This is an optimization exercise on Yosys and OpenROAD, whose aim is small area, a short achievable clock period and few clock cycles, not a production implementation. Function was checked by simulation only, so behaviour that the tests miss may differ from the original. No activity file was given, so power comes from the tool's default toggle rates.

<file path="design/flow/design.v">
module cache(
    clk,
    proc_reset,
    proc_read,
    proc_write,
    proc_addr,
    proc_wdata,
    proc_stall,
    proc_rdata,
    mem_read,
    mem_write,
    mem_addr,
    mem_rdata,
    mem_wdata,
    mem_ready
);
    input          clk;
    input          proc_reset;
    input          proc_read, proc_write;
    input   [29:0] proc_addr;
    input   [31:0] proc_wdata;
    output         proc_stall;
    output  [31:0] proc_rdata;
    input  [127:0] mem_rdata;
    input          mem_ready;
    output         mem_read, mem_write;
    output  [27:0] mem_addr;
    output [127:0] mem_wdata;
    reg        done_q;       
    reg        wt_q;         
    reg        wb_q;         
    reg        rd_q;         
    reg        ph;           
    reg [3:0]  pht;          
    reg        done_o, wb_o, rd_o;   
    reg        fill_q;       
    reg [31:0]  rdata_q;
    reg [27:0]  maddr_q;
    reg [127:0] buf_q;       
    reg [3:0]   wen_q;       
    reg [63:0]  da [0:7];    
    reg [63:0]  db [0:7];    
    reg [24:0]  ta [0:3];    
    reg [24:0]  tb [0:3];
    reg [7:0]   valid;
    reg [7:0]   dirty;
    wire [2:0]  idx  = proc_addr[4:2];
    wire [1:0]  wsel = proc_addr[1:0];
    wire        req  = proc_read | proc_write;
    wire        look = ~done_q & ~wt_q & ~wb_q & ~rd_q;
    wire [7:0] dec  = 8'd1 << idx;
    wire [3:0] pdec = 4'd1 << idx[2:1];
    wire [3:0] wdec = 4'd1 << wsel;
    reg  [63:0] raw_a, raw_b;    
    reg  [24:0] tag_sel;
    integer i;
    always @(*) begin
        raw_a   = 64'd0;
        raw_b   = 64'd0;
        tag_sel = 25'd0;
        for (i = 0; i < 8; i = i + 1) begin
            raw_a = raw_a | (da[i] & {64{dec[i]}});
            raw_b = raw_b | (db[i] & {64{dec[i]}});
        end
        for (i = 0; i < 4; i = i + 1)
            tag_sel = tag_sel |
                (ta[i] & {25{pdec[i] & ~(idx[0] ^ pht[i])}}) |
                (tb[i] & {25{pdec[i] &  (idx[0] ^ pht[i])}});
    end
    wire [127:0] line_sel = ph ? {raw_a[63:32], raw_b[63:32], raw_a[31:0], raw_b[31:0]}
                               : {raw_b[63:32], raw_a[63:32], raw_b[31:0], raw_a[31:0]};
    reg  [3:0] mta, mtb;
    always @(*)
        for (i = 0; i < 4; i = i + 1) begin
            mta[i] = (ta[i] == proc_addr[29:5]);
            mtb[i] = (tb[i] == proc_addr[29:5]);
        end
    wire [7:0] mline = ph ? {mta[3], mtb[3], mta[2], mtb[2], mta[1], mtb[1], mta[0], mtb[0]}
                          : {mtb[3], mta[3], mtb[2], mta[2], mtb[1], mta[1], mtb[0], mta[0]};
    wire hit   = |(mline & valid & dec);
    wire vd    = |(valid & dirty & dec);
    wire inbw  = wsel[0] ^ ph;                           
    wire hitw  = look & req & hit & proc_write & inbw;   
    wire [1:0]  ws  = {wsel[1], 1'b0};
    wire        rsa = ~rd_q & ~inbw;
    wire        rsb = ~rd_q &  inbw;
    wire [31:0] rd_word = (raw_a[31:0]  & {32{rsa & ~wsel[1]}}) | (raw_b[31:0]  & {32{rsb & ~wsel[1]}}) |
                          (raw_a[63:32] & {32{rsa &  wsel[1]}}) | (raw_b[63:32] & {32{rsb &  wsel[1]}}) |
                          (mem_rdata[32*wsel +: 32] & {32{rd_q}});
    always @(posedge clk or posedge proc_reset) begin
        if (proc_reset) begin
            done_q <= 1'b0;
            wt_q   <= 1'b0;
            wb_q   <= 1'b0;
            rd_q   <= 1'b0;
            ph     <= 1'b0;
            pht    <= 4'b0000;
            done_o <= 1'b0;
            wb_o   <= 1'b0;
            rd_o   <= 1'b0;
        end else begin
            done_o <= (~done_o & ~wt_q & ~wb_o & ~rd_o & req & hit & ~hitw) | wt_q | (rd_o & mem_ready);
            wb_o   <= (~done_o & ~wt_q & ~wb_o & ~rd_o & req & ~hit & vd) | (wb_o & ~mem_ready);
            rd_o   <= (~done_o & ~wt_q & ~wb_o & ~rd_o & req & ~hit & ~vd) | (wb_o & mem_ready) | (rd_o & ~mem_ready);
            done_q <= (look & req & hit & ~hitw) | wt_q | (rd_q & mem_ready);
            wt_q   <= hitw;
            wb_q   <= (look & req & ~hit & vd) | (wb_q & ~mem_ready);
            rd_q   <= (look & req & ~hit & ~vd) | (wb_q & mem_ready) | (rd_q & ~mem_ready);
            ph     <= ~ph;
            pht    <= ~pht;
        end
    end
    always @(posedge clk) begin
        fill_q        <= rd_q;
        rdata_q       <= rd_word;
        buf_q         <= rd_q ? mem_rdata : line_sel;
        maddr_q[2:0]  <= idx;
        maddr_q[27:3] <= (vd & ~rd_q & ~(wb_q & mem_ready)) ? tag_sel : proc_addr[29:5];
        wen_q         <= rd_q ? 4'b1111 : (proc_write ? wdec : 4'b0000);
    end
    wire st_mem = rd_q & mem_ready;          
    genvar g, p;
    generate
        for (p = 0; p < 2; p = p + 1) begin : W
            wire [1:0]  win  = {p[0], ~ph};
            wire [31:0] wbus = (proc_write & (wsel == win)) ? proc_wdata :
                               rd_q ? mem_rdata[32*win +: 32] : buf_q[32*win +: 32];
            wire        wst  = st_mem | (done_q & wen_q[win]);
            for (g = 0; g < 8; g = g + 1) begin : L
                always @(posedge clk)
                    da[g][32*p +: 32] <= (dec[g] & wst) ? wbus : db[g][32*p +: 32];
            end
        end
        for (g = 0; g < 8; g = g + 1) begin : D
            always @(posedge clk)
                db[g] <= da[g];
        end
        for (g = 0; g < 4; g = g + 1) begin : T
            always @(posedge clk) begin
                tb[g] <= ta[g];
                ta[g] <= (pdec[g] & (idx[0] ^ pht[g]) & (st_mem | (done_q & fill_q))) ?
                         proc_addr[29:5] : tb[g];
            end
        end
        for (g = 0; g < 8; g = g + 1) begin : V
            always @(posedge clk or posedge proc_reset) begin
                if (proc_reset)
                    valid[g] <= 1'b0;
                else if (done_q & dec[g] & fill_q)
                    valid[g] <= 1'b1;
            end
            always @(posedge clk)
                if (done_q & dec[g] & (fill_q | proc_write))
                    dirty[g] <= proc_write;
        end
    endgenerate
    assign proc_stall = ~done_o;
    assign proc_rdata = rdata_q;
    assign mem_read   = rd_o;
    assign mem_write  = wb_o;
    assign mem_addr   = maddr_q;
    assign mem_wdata  = buf_q;
endmodule
</file>
<file path="design/flow/config.mk">
export PLATFORM = sky130hd
export DESIGN_NAME = cache
export DESIGN_NICKNAME = cache
export VERILOG_FILES = /design/flow/design.v
export SDC_FILE = /design/flow/constraint.sdc
export NUM_CORES = 4
export LEC_CHECK = 0
export CAP_MARGIN = 20
export CORE_MARGIN = 2
export CORE_UTILIZATION = 55
export CTS_CLUSTER_DIAMETER = 150
export CTS_CLUSTER_SIZE = 20
export PLACE_DENSITY = 0.65
export SETUP_SLACK_MARGIN = 5
export SLEW_MARGIN = 20
</file>
<file path="design/flow/flow/run.sh">
#!/bin/bash
set -euo pipefail
export BUFFER_PORTS_ARGS="-buffer_cell sky130_fd_sc_hd__buf_2"
bash standard.sh > orfs_make.log 2>&1
</file>
<file path="design/flow/standard.sh">
#!/bin/bash
# synth_recipe.tcl (not shown) runs the flow's synth.tcl, then flattens the netlist and writes it again
# the make line also repeats each setting of config.mk as NAME=value (left out here)
make -C /OpenROAD-flow-scripts/flow DESIGN_CONFIG=/design/flow/config.mk WORK_HOME=/design/flow/orfs CLKGATE_MAP_FILE= SYNTH_SCRIPT=/design/flow/synth_recipe.tcl "${@:-finish}"
</file>
<file path="design/flow/constraint.sdc">
create_clock -name core_clock -period 8.0 [get_ports {clk}]
set_input_delay 1.6000 -clock core_clock [delete_from_list [all_inputs] [get_ports {clk}]]
set_output_delay 1.6000 -clock core_clock [all_outputs]
set_load 0.01 [all_outputs]
</file>
==> impl_metrics.env, run 1 <==
export IMPL_root_buffer="clkbuf_16"
export IMPL_async_reset_ff_share_pct=1.384
export IMPL_worstSetupPathType="in2reg"
export IMPL_ys_warn_count=5
export IMPL_portBuffers=385
export IMPL_syn_nets=5035
export IMPL_routabilityCongestion=0.9513
export IMPL_rr_startpoint="ph$_DFF_PP0_"
export IMPL_detail_route_antenna_nets=0
export IMPL_clock_skew_ps=34.97
export IMPL_die_area_um2=96060
export IMPL_critPathMaxFanout=13
export IMPL_track_usage_pct=38.20
export IMPL_rows=112
export IMPL_end_kind="flip-flop"
export IMPL_synth_edf_count=8
export IMPL_reg2reg_depth=8
export IMPL_leakagePower_nw=23.82
export IMPL_use_met2_pct=55.80
export IMPL_path_buf_inv=2
export IMPL_grt_busiest_layer="met2"
export IMPL_dp_hpwl_um=109100
export IMPL_fin_crit_ps=3045
export IMPL_area_growth_pct=18.22
export IMPL_pwr_share_comb_pct=29.4
export IMPL_ir_worst_vdd_uv=249.4
export IMPL_worst_path_stages=9
export IMPL_post_route_period_util_pct=38.06
export IMPL_h_tree_depth=3
export IMPL_fillers=7439
export IMPL_holdCritPathClass="reg2reg"
export IMPL_synth_area_um2=51480
export IMPL_crit_path_max_incr_delay_ps=360
export IMPL_grt_max_degree=195
export IMPL_ios=386
export IMPL_drive_gt1_share_pct=24.03
export IMPL_fin_tns_setup_ps=0
export IMPL_grt_pass1_vias=38590
export IMPL_r2r_slack_ps=5010
export IMPL_path_clk_slew_ps=90
export IMPL_critPathTopFamily="simple AND/OR/NAND/NOR gates"
export IMPL_fmax_mhz=328.5
export IMPL_vias_per_cell=6.475
export IMPL_start_util_pct=55.32
export IMPL_status="timing/DRC/antenna clean"
export IMPL_cts_buffer_depth=3
export IMPL_swShare_pct=35.79
export IMPL_clock_sinks=1445
export IMPL_gr_usage_met3_pct=9.256
export IMPL_slowest_stage="nor4_1"
export IMPL_hold_viol_final=0
export IMPL_maxCapViolCount=0
export IMPL_drc=0
export IMPL_core_area_um2=93050
export IMPL_worstHoldStart="da[4][4]$_DFF_P_"
export IMPL_design_area_um2=60850
export IMPL_clock_latency_ps=700
export IMPL_vias=41160
export IMPL_clockPowerShare_pct=17.2
export IMPL_drtIter0Drc=5363
export IMPL_grt_first_pass_wirelength_um=268700
export IMPL_slew_headroom_pct=28.19
export IMPL_cts_tree="done"
export IMPL_die_height_um=309.9
export IMPL_cp_startpoint="proc_addr[25]"
export IMPL_crit_top_cell="buf_6"
export IMPL_ys_flop_type="dfxtp_1"
export IMPL_drtPass1Iterations=6
export IMPL_dieWidth_um=309.9
export IMPL_use_met1_pct=54.06
export IMPL_report_final_slew_viol_count=0
export IMPL_power_frac_seq_pct=53.4
export IMPL_ys_seq_area_share_pct=56.55
export IMPL_setup_viol=0
export IMPL_power_mw=25.18
export IMPL_intPower_mw=16.17
export IMPL_min_to="db[4][4]$_DFF_P_"
export IMPL_placed_area_um2=55990
export IMPL_arrival_ps=3620
export IMPL_tightestPinTransition_ps=1076
export IMPL_routed_wire_length_per_instance_um=29.94
export IMPL_crit_reg2reg_capture="wb_q$_DFF_PP0_"
export IMPL_hold_depth=0
export IMPL_fin_nets=5277
export IMPL_final_common_cell="dfxtp_1"
export IMPL_synth_seq_cells=1445
export IMPL_p_per_area_nw_per_um2=413.8
export IMPL_overflow=0
export IMPL_antenna_found_initial=15
export IMPL_rsz0062_at_grt="true"
export IMPL_power_switching_mw=9.013
export IMPL_worstPathCellList="buf_6, xnor2_1, nand4_1, nor4_1, nand3_1, o21ai_1, a2111oi_4, buf_6, a32o_1"
export IMPL_cp_required_ps=8580
export IMPL_synth_cells=4840
export IMPL_yosysUniqueCellTypes=54
export IMPL_drt_wl_total_um=190400
export IMPL_most_common_layout_cells="dfxtp_1, nor2_1, a21oi_1, a22oi_1, buf_2"
export IMPL_avgSynthCellArea_um2=10.64
export IMPL_cts_buffers=82
export IMPL_critPathLaunchType="input pin"
cell type report:
type	count	area [µm²]	share of cell area, %
Tap cell	1254	1569	2.578
Clock buffer	93	2200	3.615
Timing Repair Buffer	521	4036	6.633
Sequential cell	1445	29120	47.85
Multi-Input combinational cell	3022	23830	39.16
Antenna cell	10	25.02	0.04112
Inverter	10	45.04	0.07402
Clock inverter	2	25.02	0.04112
power groups by stage:
| stage | Clock (mW) | Sequential [mW] | Combinational [mW] |
|---|---|---|---|
| 6_report | 4.33 | 13.4 | 7.41 |
| 2_1_floorplan | 0 | 12.9 | 4.65 |
| 3_5_place_dp | 0 | 13.4 | 6.85 |
| 4_1_cts | 4.35 | 13.3 | 7.15 |
| 5_1_grt | 4.60 | 13.8 | 7.94 |
| 3_3_place_gp | 0 | 13.3 | 6.74 |
timing repair:
item	4_1_cts	5_1_grt
endpoints found under the setup margin	762	383
buffers inserted	37	36
pin swaps	39	34
cloned	23	4
hold buffers	0	0
gates resized for setup	222	61
routing by layer:
layer  wire, µm  vias to the layer above
li1           -                    18100
met1      78510                    20280
met2      81750                     2324
met3      21630                      452
met4       8415                        8
met5         51                        -
kinds of logic after synthesis:
logic type      after synthesis  synth area share (%)
flops                      1445                 56.55
compound gates             1439                 17.83
simple gates                940                 8.058
mux                         425                 10.93
buf+inv                     386                 3.143
xor+xnor                    205                 3.488
state kept, by name (all words and copies together) (netlist names), 4 cells and up:
name and flops:
buf_q 128, da 512, db 512, dirty 8, maddr_q 28, pht 4, rdata_q 32, ta 100
tb 100, valid 8, wen_q 4
synthesized netlist by cell type, types with 85 or more instances:
cell type,number,area (µm²)
nand2_1,149,559.3
o21ai_0,162,810.8
clkbuf_1,233,874.6
mux2_2,137,1543
dfxtp_1,1417,28370
nand4_1,160,1001
xnor2_1,120,1051
a21oi_1,515,2577
nor2_1,550,2064
mux2i_1,192,1922
a22oi_1,630,4730
xor2_1,85,744.5
mux4_2,96,2162
worst max path at each step:
stage,endpoint,slack (ps)
after global placement,da[7][12]$_DFF_P_,3070
after CTS,rdata_q[13]$_DFF_P_,4990
after global routing,wt_q$_DFF_PP0_,4950
after detailed placement,da[7][11]$_DFF_P_,3020
final,wb_q$_DFF_PP0_,4960
after floorplan,wb_q$_DFF_PP0_,4700
worst reg2reg max path: cells and delay by family, from the launching register on:
family	cells	cell delay, ps
and+or+nand+nor	1	240
buffers and inverters	3	950
AOI/OAI and AO/OA	4	940
DFF	1	770
per-stage QoR:
stage | util, % | hold WS, ps | setup WS [ps] | cells
finish | 65.40 | 343.7 | 4955 | 6357
global route | 65.39 | 350.9 | 4948 | 6355
CTS | 64.71 | 345.3 | 4988 | 6307
detailed placement | 60.17 | 336.7 | 3024 | 6152
global placement | 60.15 | 331.8 | 3072 | 6151
floorplan | - | 331.1 | 4697 | 4840
Testbench counts, summed over its fixed seeds: cycles 248,918.
==> inputs of run 2 (changes only) <==
--- a/design/flow/config.mk
+++ b/design/flow/config.mk
@@ -10,4 +10,4 @@
 export CORE_UTILIZATION = 55
-export CTS_CLUSTER_DIAMETER = 150
-export CTS_CLUSTER_SIZE = 20
+export CTS_CLUSTER_DIAMETER = 120
+export CTS_CLUSTER_SIZE = 24
 export PLACE_DENSITY = 0.65
==> run 2 against run 1 <==
Area after synthesis did not move; routed wire length down 0.95%; count of clock-buffer cells in the layout shrank 14; maximum frequency is 1.2% lower; register-to-register slack lost 40 ps; combinational power decreased by 0.5%; via count decreased by 0.34%; die area did not move; critical path depth is 4 lower; cell area down 0.71%; first-iteration DRC count is 6.3% lower; cell count down 0.35%.
==> impl_metrics.env, run 2 <==
export IMPL_fmax_mhz=324.4
export IMPL_cts_buffer_depth=3
export IMPL_synth_area_um2=51480
export IMPL_synth_cells=4840
export IMPL_die_height_um=309.9
export IMPL_clockPowerShare_pct=16.1
export IMPL_synth_edf_count=8
export IMPL_arrival_ps=3640
export IMPL_ir_worst_vdd_uv=205.5
export IMPL_clock_skew_ps=34.71
export IMPL_yosysUniqueCellTypes=54
export IMPL_async_reset_ff_share_pct=1.384
export IMPL_tightestPinTransition_ps=1067
export IMPL_p_per_area_nw_per_um2=410.6
export IMPL_pwr_share_comb_pct=29.7
export IMPL_cts_buffers=70
export IMPL_yosys_top_cells_area="dfxtp_1, a22oi_1, a21oi_1"
export IMPL_cp_required_ps=8560
export IMPL_clock_sinks=1445
export IMPL_critPathTopFamily="buffers and inverters"
export IMPL_holdCritPathClass="reg2reg"
export IMPL_critPathMaxFanout=39
export IMPL_synth_most_common_cell="dfxtp_1"
export IMPL_portBuffers=385
export IMPL_maxCapViolCount=0
export IMPL_reg_top3="da (512), db (512), buf_q (128)"
export IMPL_drive_gt1_share_pct=23.67
export IMPL_avgSynthCellArea_um2=10.64
export IMPL_worstPathCellList="buf_6, buf_4, mux4_2, a22oi_1, o21ai_1"
export IMPL_start_util_pct=55.32
export IMPL_power_switching_mw=8.938
export IMPL_rows=112
export IMPL_leakagePower_nw=23.59
export IMPL_track_usage_pct=38.01
export IMPL_end_kind="flip-flop"
export IMPL_ys_warn_count=5
export IMPL_report_final_slew_viol_count=0
export IMPL_holdWs_ps=343.8
export IMPL_critPathLaunchType="input pin"
export IMPL_antenna_found_initial=15
export IMPL_overflow=0
export IMPL_grt_first_pass_wirelength_um=266800
export IMPL_status="timing/DRC/antenna clean"
export IMPL_worstSetupPathType="in2reg"
export IMPL_fin_nets=5257
export IMPL_grt_max_degree=195
export IMPL_grt_pass1_vias=38200
export IMPL_synth_top_cell_area_share_pct=55.11
export IMPL_hold_viol_final=0
export IMPL_fin_crit_ps=3082
export IMPL_detail_route_antenna_nets=0
export IMPL_area_growth_pct=17.37
export IMPL_core_area_um2=93050
export IMPL_rsz0062_at_grt="true"
export IMPL_ys_seq_area_share_pct=56.55
export IMPL_die_area_um2=96060
export IMPL_cts_tree="done"
export IMPL_clock_latency_ps=700
export IMPL_most_common_layout_cells="dfxtp_1, nor2_1, a21oi_1, a22oi_1, buf_2"
export IMPL_root_buffer="clkbuf_16"
export IMPL_drtPass1Iterations=6
export IMPL_routed_wire_length_per_instance_um=29.76
export IMPL_syn_nets=5035
export IMPL_fin_tns_setup_ps=0
export IMPL_vias_per_cell=6.475
export IMPL_fillers=7523
export IMPL_path_buf_inv=2
export IMPL_vias=41020
export IMPL_final_common_cell="dfxtp_1"
export IMPL_routabilityCongestion=0.9513
export IMPL_drc=0
export IMPL_synth_top_area_cell="dfxtp_1"
export IMPL_post_route_period_util_pct=38.53
export IMPL_synth_commonest_cells="dfxtp_1, a22oi_1, nor2_1"
export IMPL_worstHoldStart="da[2][28]$_DFF_P_"
export IMPL_h_tree_depth=3
export IMPL_swShare_pct=36.03
export IMPL_dieWidth_um=309.9
export IMPL_setup_viol=0
export IMPL_drtIter0Drc=5023
export IMPL_ios=386
export IMPL_synth_seq_cells=1445
export IMPL_power_frac_seq_pct=54.1
export IMPL_path_clk_slew_ps=100
export IMPL_crit_path_max_incr_delay_ps=710
export IMPL_cp_startpoint="proc_addr[1]"
export IMPL_slew_headroom_pct=28.77
export IMPL_ys_flop_type="dfxtp_1"
export IMPL_dp_hpwl_um=109100
export IMPL_drt_wl_total_um=188500
export IMPL_slowest_stage="buf_4"
export IMPL_rr_startpoint="ph$_DFF_PP0_"
export IMPL_intPower_mw=15.87
[run 2: cell counts after synthesis]
Identical to the previous run, type by type.
[run 2: kinds of logic (layout without fill, tap and decap cells)]
kind of cell / count (synthesis) / after routing / synth area share, %
and+or+nand+nor: 940 / 952 / 8.058
xor gates and xnor gates: 205 / 205 / 3.488
buffers and inverters: 386 / 608 / 3.143
AOI/OAI and AO/OA: 1439 / 1439 / 17.83
other: 0 / 7 / 0
muxes: 425 / 425 / 10.93
DFF: 1445 / 1445 / 56.55
[run 2: final cells by class]
type,instances,area (µm²),share of cell area (%)
clock inverters,5,55.05,0.09112
flip-flops and latches,1445,29130,48.21
inverters,10,42.54,0.07041
well taps,1254,1569,2.597
clock buffers,79,1849,3.061
multi-input cells,3021,23830,39.45
diodes,7,17.52,0.02899
repair buffers,514,3926,6.498
[run 2: power groups by stage]
| stage | Combinational (mW) | Sequential (mW) | Clock, mW |
|---|---|---|---|
| 2_1_floorplan | 4.65 | 12.9 | 0 |
| 3_3_place_gp | 6.74 | 13.3 | 0 |
| 3_5_place_dp | 6.85 | 13.4 | 0 |
| 4_1_cts | 7.13 | 13.3 | 4.03 |
| 5_1_grt | 7.92 | 13.8 | 4.26 |
| 6_report | 7.37 | 13.4 | 4.01 |
[run 2: what timing repair did]
item                                   4_1_cts  5_1_grt
hold buffers                                 0        0
endpoints found under the hold margin        0        0
cloned                                      22        3
setup endpoints to repair                  762      405
buffers inserted                            37       30
pin swaps                                   37       41
resized for setup                          199       73
[run 2: metrics by stage]
stage               instance area (µm²)  setup WS [ps]  util (%)  cells  total power [mW]
global placement                  55970           3072     60.15   6151             20.09
finish                            60420           4918     64.93   6335             24.81
floorplan                         54070           4697         -   4840             17.56
CTS                               59730           5001     64.19   6295             24.48
global route                      60420           4977     64.93   6334             25.96
detailed placement                55990           3024     60.17   6152             20.26
[run 2: worst register-to-register path, cell delays in order (launching register included)]
cell,delay (ps)
dfrtp_4,700
buf_16,360
inv_6,620
nand4b_1,220
o21ai_1,220
nand4_1,220
o41ai_4,130
a2111oi_4,60
buf_6,150
a32o_1,250
[run 2: routing by layer]
| layer | routed length [µm] | global-route usage (%) |
|---|---|---|
| met2 | 80100 | 55.54 |
| met1 | 79090 | 53.83 |
| met4 | 8979 | 15.98 |
| met5 | 57 | 0 |
| met3 | 20320 | 9.195 |
[run 2: worst paths after layout]
check | end | cells after the start | slack [ps]
max in group asynchronous | ph$_DFF_PP0_ | 2 | 6160
worst min register to register | db[2][28]$_DFF_P_ | 0 | 340
worst max-delay path | rdata_q[2]$_DFF_P_ | 5 | 4920
worst max register to register | wb_q$_DFF_PP0_ | 9 | 4970
min in group asynchronous | pht[0]$_DFF_PP0_ | 2 | 1140
worst min-delay path | db[2][28]$_DFF_P_ | 0 | 340
==> inputs of run 3 (changes only) <==
--- a/design/flow/config.mk
+++ b/design/flow/config.mk
@@ -15 +15,2 @@
 export SLEW_MARGIN = 20
+export TNS_END_PERCENT = 20
==> run 3 against run 2 <==
Register-to-register slack better by 30 ps; area after synthesis stayed put; sequential share of layout area is 1.4 points higher; via count is 0.50% higher; cell count is 0.16% lower; maximum frequency is 5.1% lower; global-route usage is 0.55 points higher; setup slack worse by 170 ps; worst hold slack worse by 8.2 ps; sequential power hardly changed; largest power group unchanged; flip-flop and latch count stayed put; combinational power is 4.2% lower.
==> impl_metrics.env, run 3 <==
export IMPL_fmax_mhz=307.8
export IMPL_yosys_area_share_simple_pct=8.058
export IMPL_most_common_layout_cells="dfxtp_1, a22oi_1, nor2_1, a21oi_1, buf_2"
export IMPL_detail_route_antenna_nets=0
export IMPL_vias_per_cell=6.518
export IMPL_start_util_pct=55.32
export IMPL_muxShareOfSynthArea_pct=10.93
export IMPL_portBuffers=385
export IMPL_drtPass1Iterations=6
export IMPL_arrival_ps=1650
export IMPL_synth_cells=4840
export IMPL_tightestPinTransition_ps=1099
export IMPL_synth_top_family_by_area="compound AO/OA/AOI/OAI gates"
export IMPL_dpl_cell_count=6153
export IMPL_crit_reg2reg_capture="buf_q[116]$_DFF_P_"
export IMPL_drt_wl_total_um=192500
export IMPL_power_mw=24.56
export IMPL_synth_top_area_cell="dfxtp_1"
export IMPL_ys_seq_area_share_pct=56.55
export IMPL_avgSynthCellArea_um2=10.64
export IMPL_cp_startpoint="buf_q[115]$_DFF_P_"
export IMPL_synth_commonest_cells="dfxtp_1, a22oi_1, nor2_1"
export IMPL_yosysUniqueCellTypes=54
export IMPL_final_common_cell="dfxtp_1"
export IMPL_fin_crit_ps=3249
export IMPL_worst_path_stages=1
export IMPL_yosys_top_cells_area="dfxtp_1, a22oi_1, a21oi_1"
export IMPL_rsz0062_at_grt="true"
export IMPL_dieWidth_um=309.9
export IMPL_reg_top3="da (512), db (512), buf_q (128)"
export IMPL_cts_buffers=70
export IMPL_clock_sinks=1445
export IMPL_status="timing/DRC/antenna clean"
export IMPL_synth_edf_count=8
export IMPL_routed_wire_length_per_instance_um=30.43
export IMPL_path_buf_inv=1
export IMPL_drc=0
export IMPL_ios=386
export IMPL_cts_tree="done"
export IMPL_grt_pass1_vias=38450
export IMPL_overflow=0
export IMPL_fin_tns_setup_ps=0
export IMPL_r2r_slack_ps=5000
export IMPL_report_final_slew_viol_count=0
export IMPL_slew_headroom_pct=26.64
export IMPL_rows=112
export IMPL_h_tree_depth=3
export IMPL_critPathLaunchType="flip-flop"
export IMPL_area_growth_pct=14.03
export IMPL_p_per_area_nw_per_um2=418.5
export IMPL_end_kind="output port"
export IMPL_cts_buffer_depth=3
export IMPL_rr_startpoint="ph$_DFF_PP0_"
export IMPL_grt_max_degree=185
export IMPL_root_buffer="clkbuf_16"
export IMPL_synth_xor_area_share_pct=3.488
export IMPL_worstSetupPathType="reg2out"
export IMPL_routabilityCongestion=0.9605
export IMPL_drtIter0Drc=5325
export IMPL_post_route_period_util_pct=40.61
export IMPL_critPathTopFamily="flip-flops"
export IMPL_yosys_area_share_adder_pct=0
export IMPL_dp_hpwl_um=115700
export IMPL_worstPathCellList="buf_2"
export IMPL_ys_warn_count=5
export IMPL_async_reset_ff_share_pct=1.384
export IMPL_antenna_found_initial=56
export IMPL_drive_gt1_share_pct=19.67
export IMPL_vias=41230
export IMPL_track_usage_pct=38.55
export IMPL_fin_nets=5233
export IMPL_die_area_um2=96060
export IMPL_ys_flop_type="dfxtp_1"
export IMPL_reg2reg_depth=4
export IMPL_slowest_stage="dfxtp_1"
export IMPL_clock_skew_ps=25.70
export IMPL_synth_area_um2=51480
export IMPL_die_height_um=309.9
export IMPL_clock_latency_ps=680
export IMPL_ir_worst_vdd_uv=222.7
export IMPL_path_clk_slew_ps=90
export IMPL_syn_nets=5035
export IMPL_grt_first_pass_wirelength_um=269900
export IMPL_setup_viol=0
export IMPL_synth_most_common_cell="dfxtp_1"
export IMPL_maxCapViolCount=0
export IMPL_crit_end="mem_wdata[115]"
export IMPL_synth_compound_area_share_pct=17.83
export IMPL_synth_top_cell_area_share_pct=55.11
export IMPL_cp_required_ps=6400
export IMPL_synth_seq_cells=1445
export IMPL_hold_viol_final=0
export IMPL_holdCritPathClass="reg2reg"
export IMPL_crit_path_max_incr_delay_ps=730
export IMPL_core_area_um2=93050
export IMPL_critPathMaxFanout=2
export IMPL_leakagePower_nw=22.97
export IMPL_fin_cells=6325
[run 3: cell types whose count changed in the layout (fill, tap and decap cells not counted), sizes merged, moves of 2 or more]
cell	change
bufbuf	-3
and2	-2
inv	-2
diode	+16
buf	-21
nor2	+2
[run 3: final cells by class]
cell class | count | area (µm²)
antenna | 23 | 57.56
clock inverter | 4 | 53.80
inverter | 10 | 40.04
clock buffer | 78 | 1867
fill | 7682 | 34350
multi-input combinational | 3020 | 22390
sequential | 1445 | 29120
tap | 1254 | 1569
timing repair buffer | 491 | 3598
[run 3: cells by family after synthesis]
group	count (synthesis)
compound gates	1439
simple gates	940
xor+xnor	205
mux	425
buf+inv	386
flops	1445
[run 3: routing by layer]
metal / share of wire (%) / GRT usage, %
met5: 0.35 / 3.539
met1: 40 / 52.72
met2: 42 / 55.40
met4: 4.6 / 15.43
met3: 13 / 13.44
[run 3: power by group]
| part | total [mW] | switching, mW | internal (mW) |
|---|---|---|---|
| Clock | 4.00 | 2.32 | 1.68 |
| Sequential | 13.5 | 2.52 | 11.0 |
| Combinational | 7.06 | 4.08 | 2.99 |
| Total | 24.6 | 8.92 | 15.6 |
[run 3: worst reg2reg max path, cell delays in order (launching register included)]
cell	delay (ps)
dfrtp_4	690
inv_4	670
buf_4	870
mux2i_1	480
o21ai_0	160
[run 3: per-stage QoR]
| step | setup slack (ps) | area [µm²] | util (%) | hold WS, ps |
|---|---|---|---|---|
| after floorplan | 4694 | 52150 | - | 331.1 |
| after CTS | 4669 | 57510 | 61.81 | 332.6 |
| after global placement | 3096 | 54610 | 58.69 | 331.6 |
| after detailed placement | 3068 | 54620 | 58.70 | 335.5 |
| final | 4751 | 58700 | 63.08 | 335.6 |
| after global routing | 4771 | 58690 | 63.07 | 334.6 |
[run 3: worst min path at each step]
stage,startpoint,slack (ps),end,cells past startpoint
after global placement,da[4][8]$_DFF_P_,330,db[4][8]$_DFF_P_,0
after floorplan,da[1][10]$_DFF_P_,330,db[1][10]$_DFF_P_,0
after global routing,da[4][34]$_DFF_P_,330,db[4][34]$_DFF_P_,0
after detailed placement,da[3][16]$_DFF_P_,340,db[3][16]$_DFF_P_,0
after CTS,da[4][34]$_DFF_P_,330,db[4][34]$_DFF_P_,0
final,da[4][34]$_DFF_P_,340,db[4][34]$_DFF_P_,0
[run 3: repair_timing]
item                       4_1_cts  5_1_grt
resized for setup              114      182
setup endpoints to repair      789      501
pin swaps                       21       28
setup buffers                   28       19
gates cloned                    15        5
hold buffers                     0        0

-- static timing again, ports no longer ideal --
No port has a modelled driver above. Below, the same layouts with a new extraction and two added sets of constraints.
Step 1 assumes that a clkbuf_16 drives the clock port and a buf_2 every other input.
Step 2 also shifts input and output timing later by t, the mid clock arrival at the registers, as if the neighbouring blocks saw the same clock.
Three values: ideal, step 1, step 2; two values: the first two.
run | shift t [ns] | setup slack, ns | latest minus earliest clock arrival (ns) | worst register clock-pin slew, ns | cell pins on the clock port's net
run 1 | 0.752 | 4.955 / 4.866 / 4.114 | 0.047 / 0.047 | 0.10 / 0.10 | 1
run 2 | 0.756 | 4.918 / 4.876 / 4.120 | 0.039 / 0.039 | 0.11 / 0.11 | 1
run 3 | 0.746 | 4.751 / 4.674 / 4.070 | 0.036 / 0.036 | 0.10 / 0.10 | 1
After both steps setup and hold are still met in every run listed. The setup slack of run 1, which loses most, moves by -0.089 ns with the drivers and by -0.841 ns with both steps.
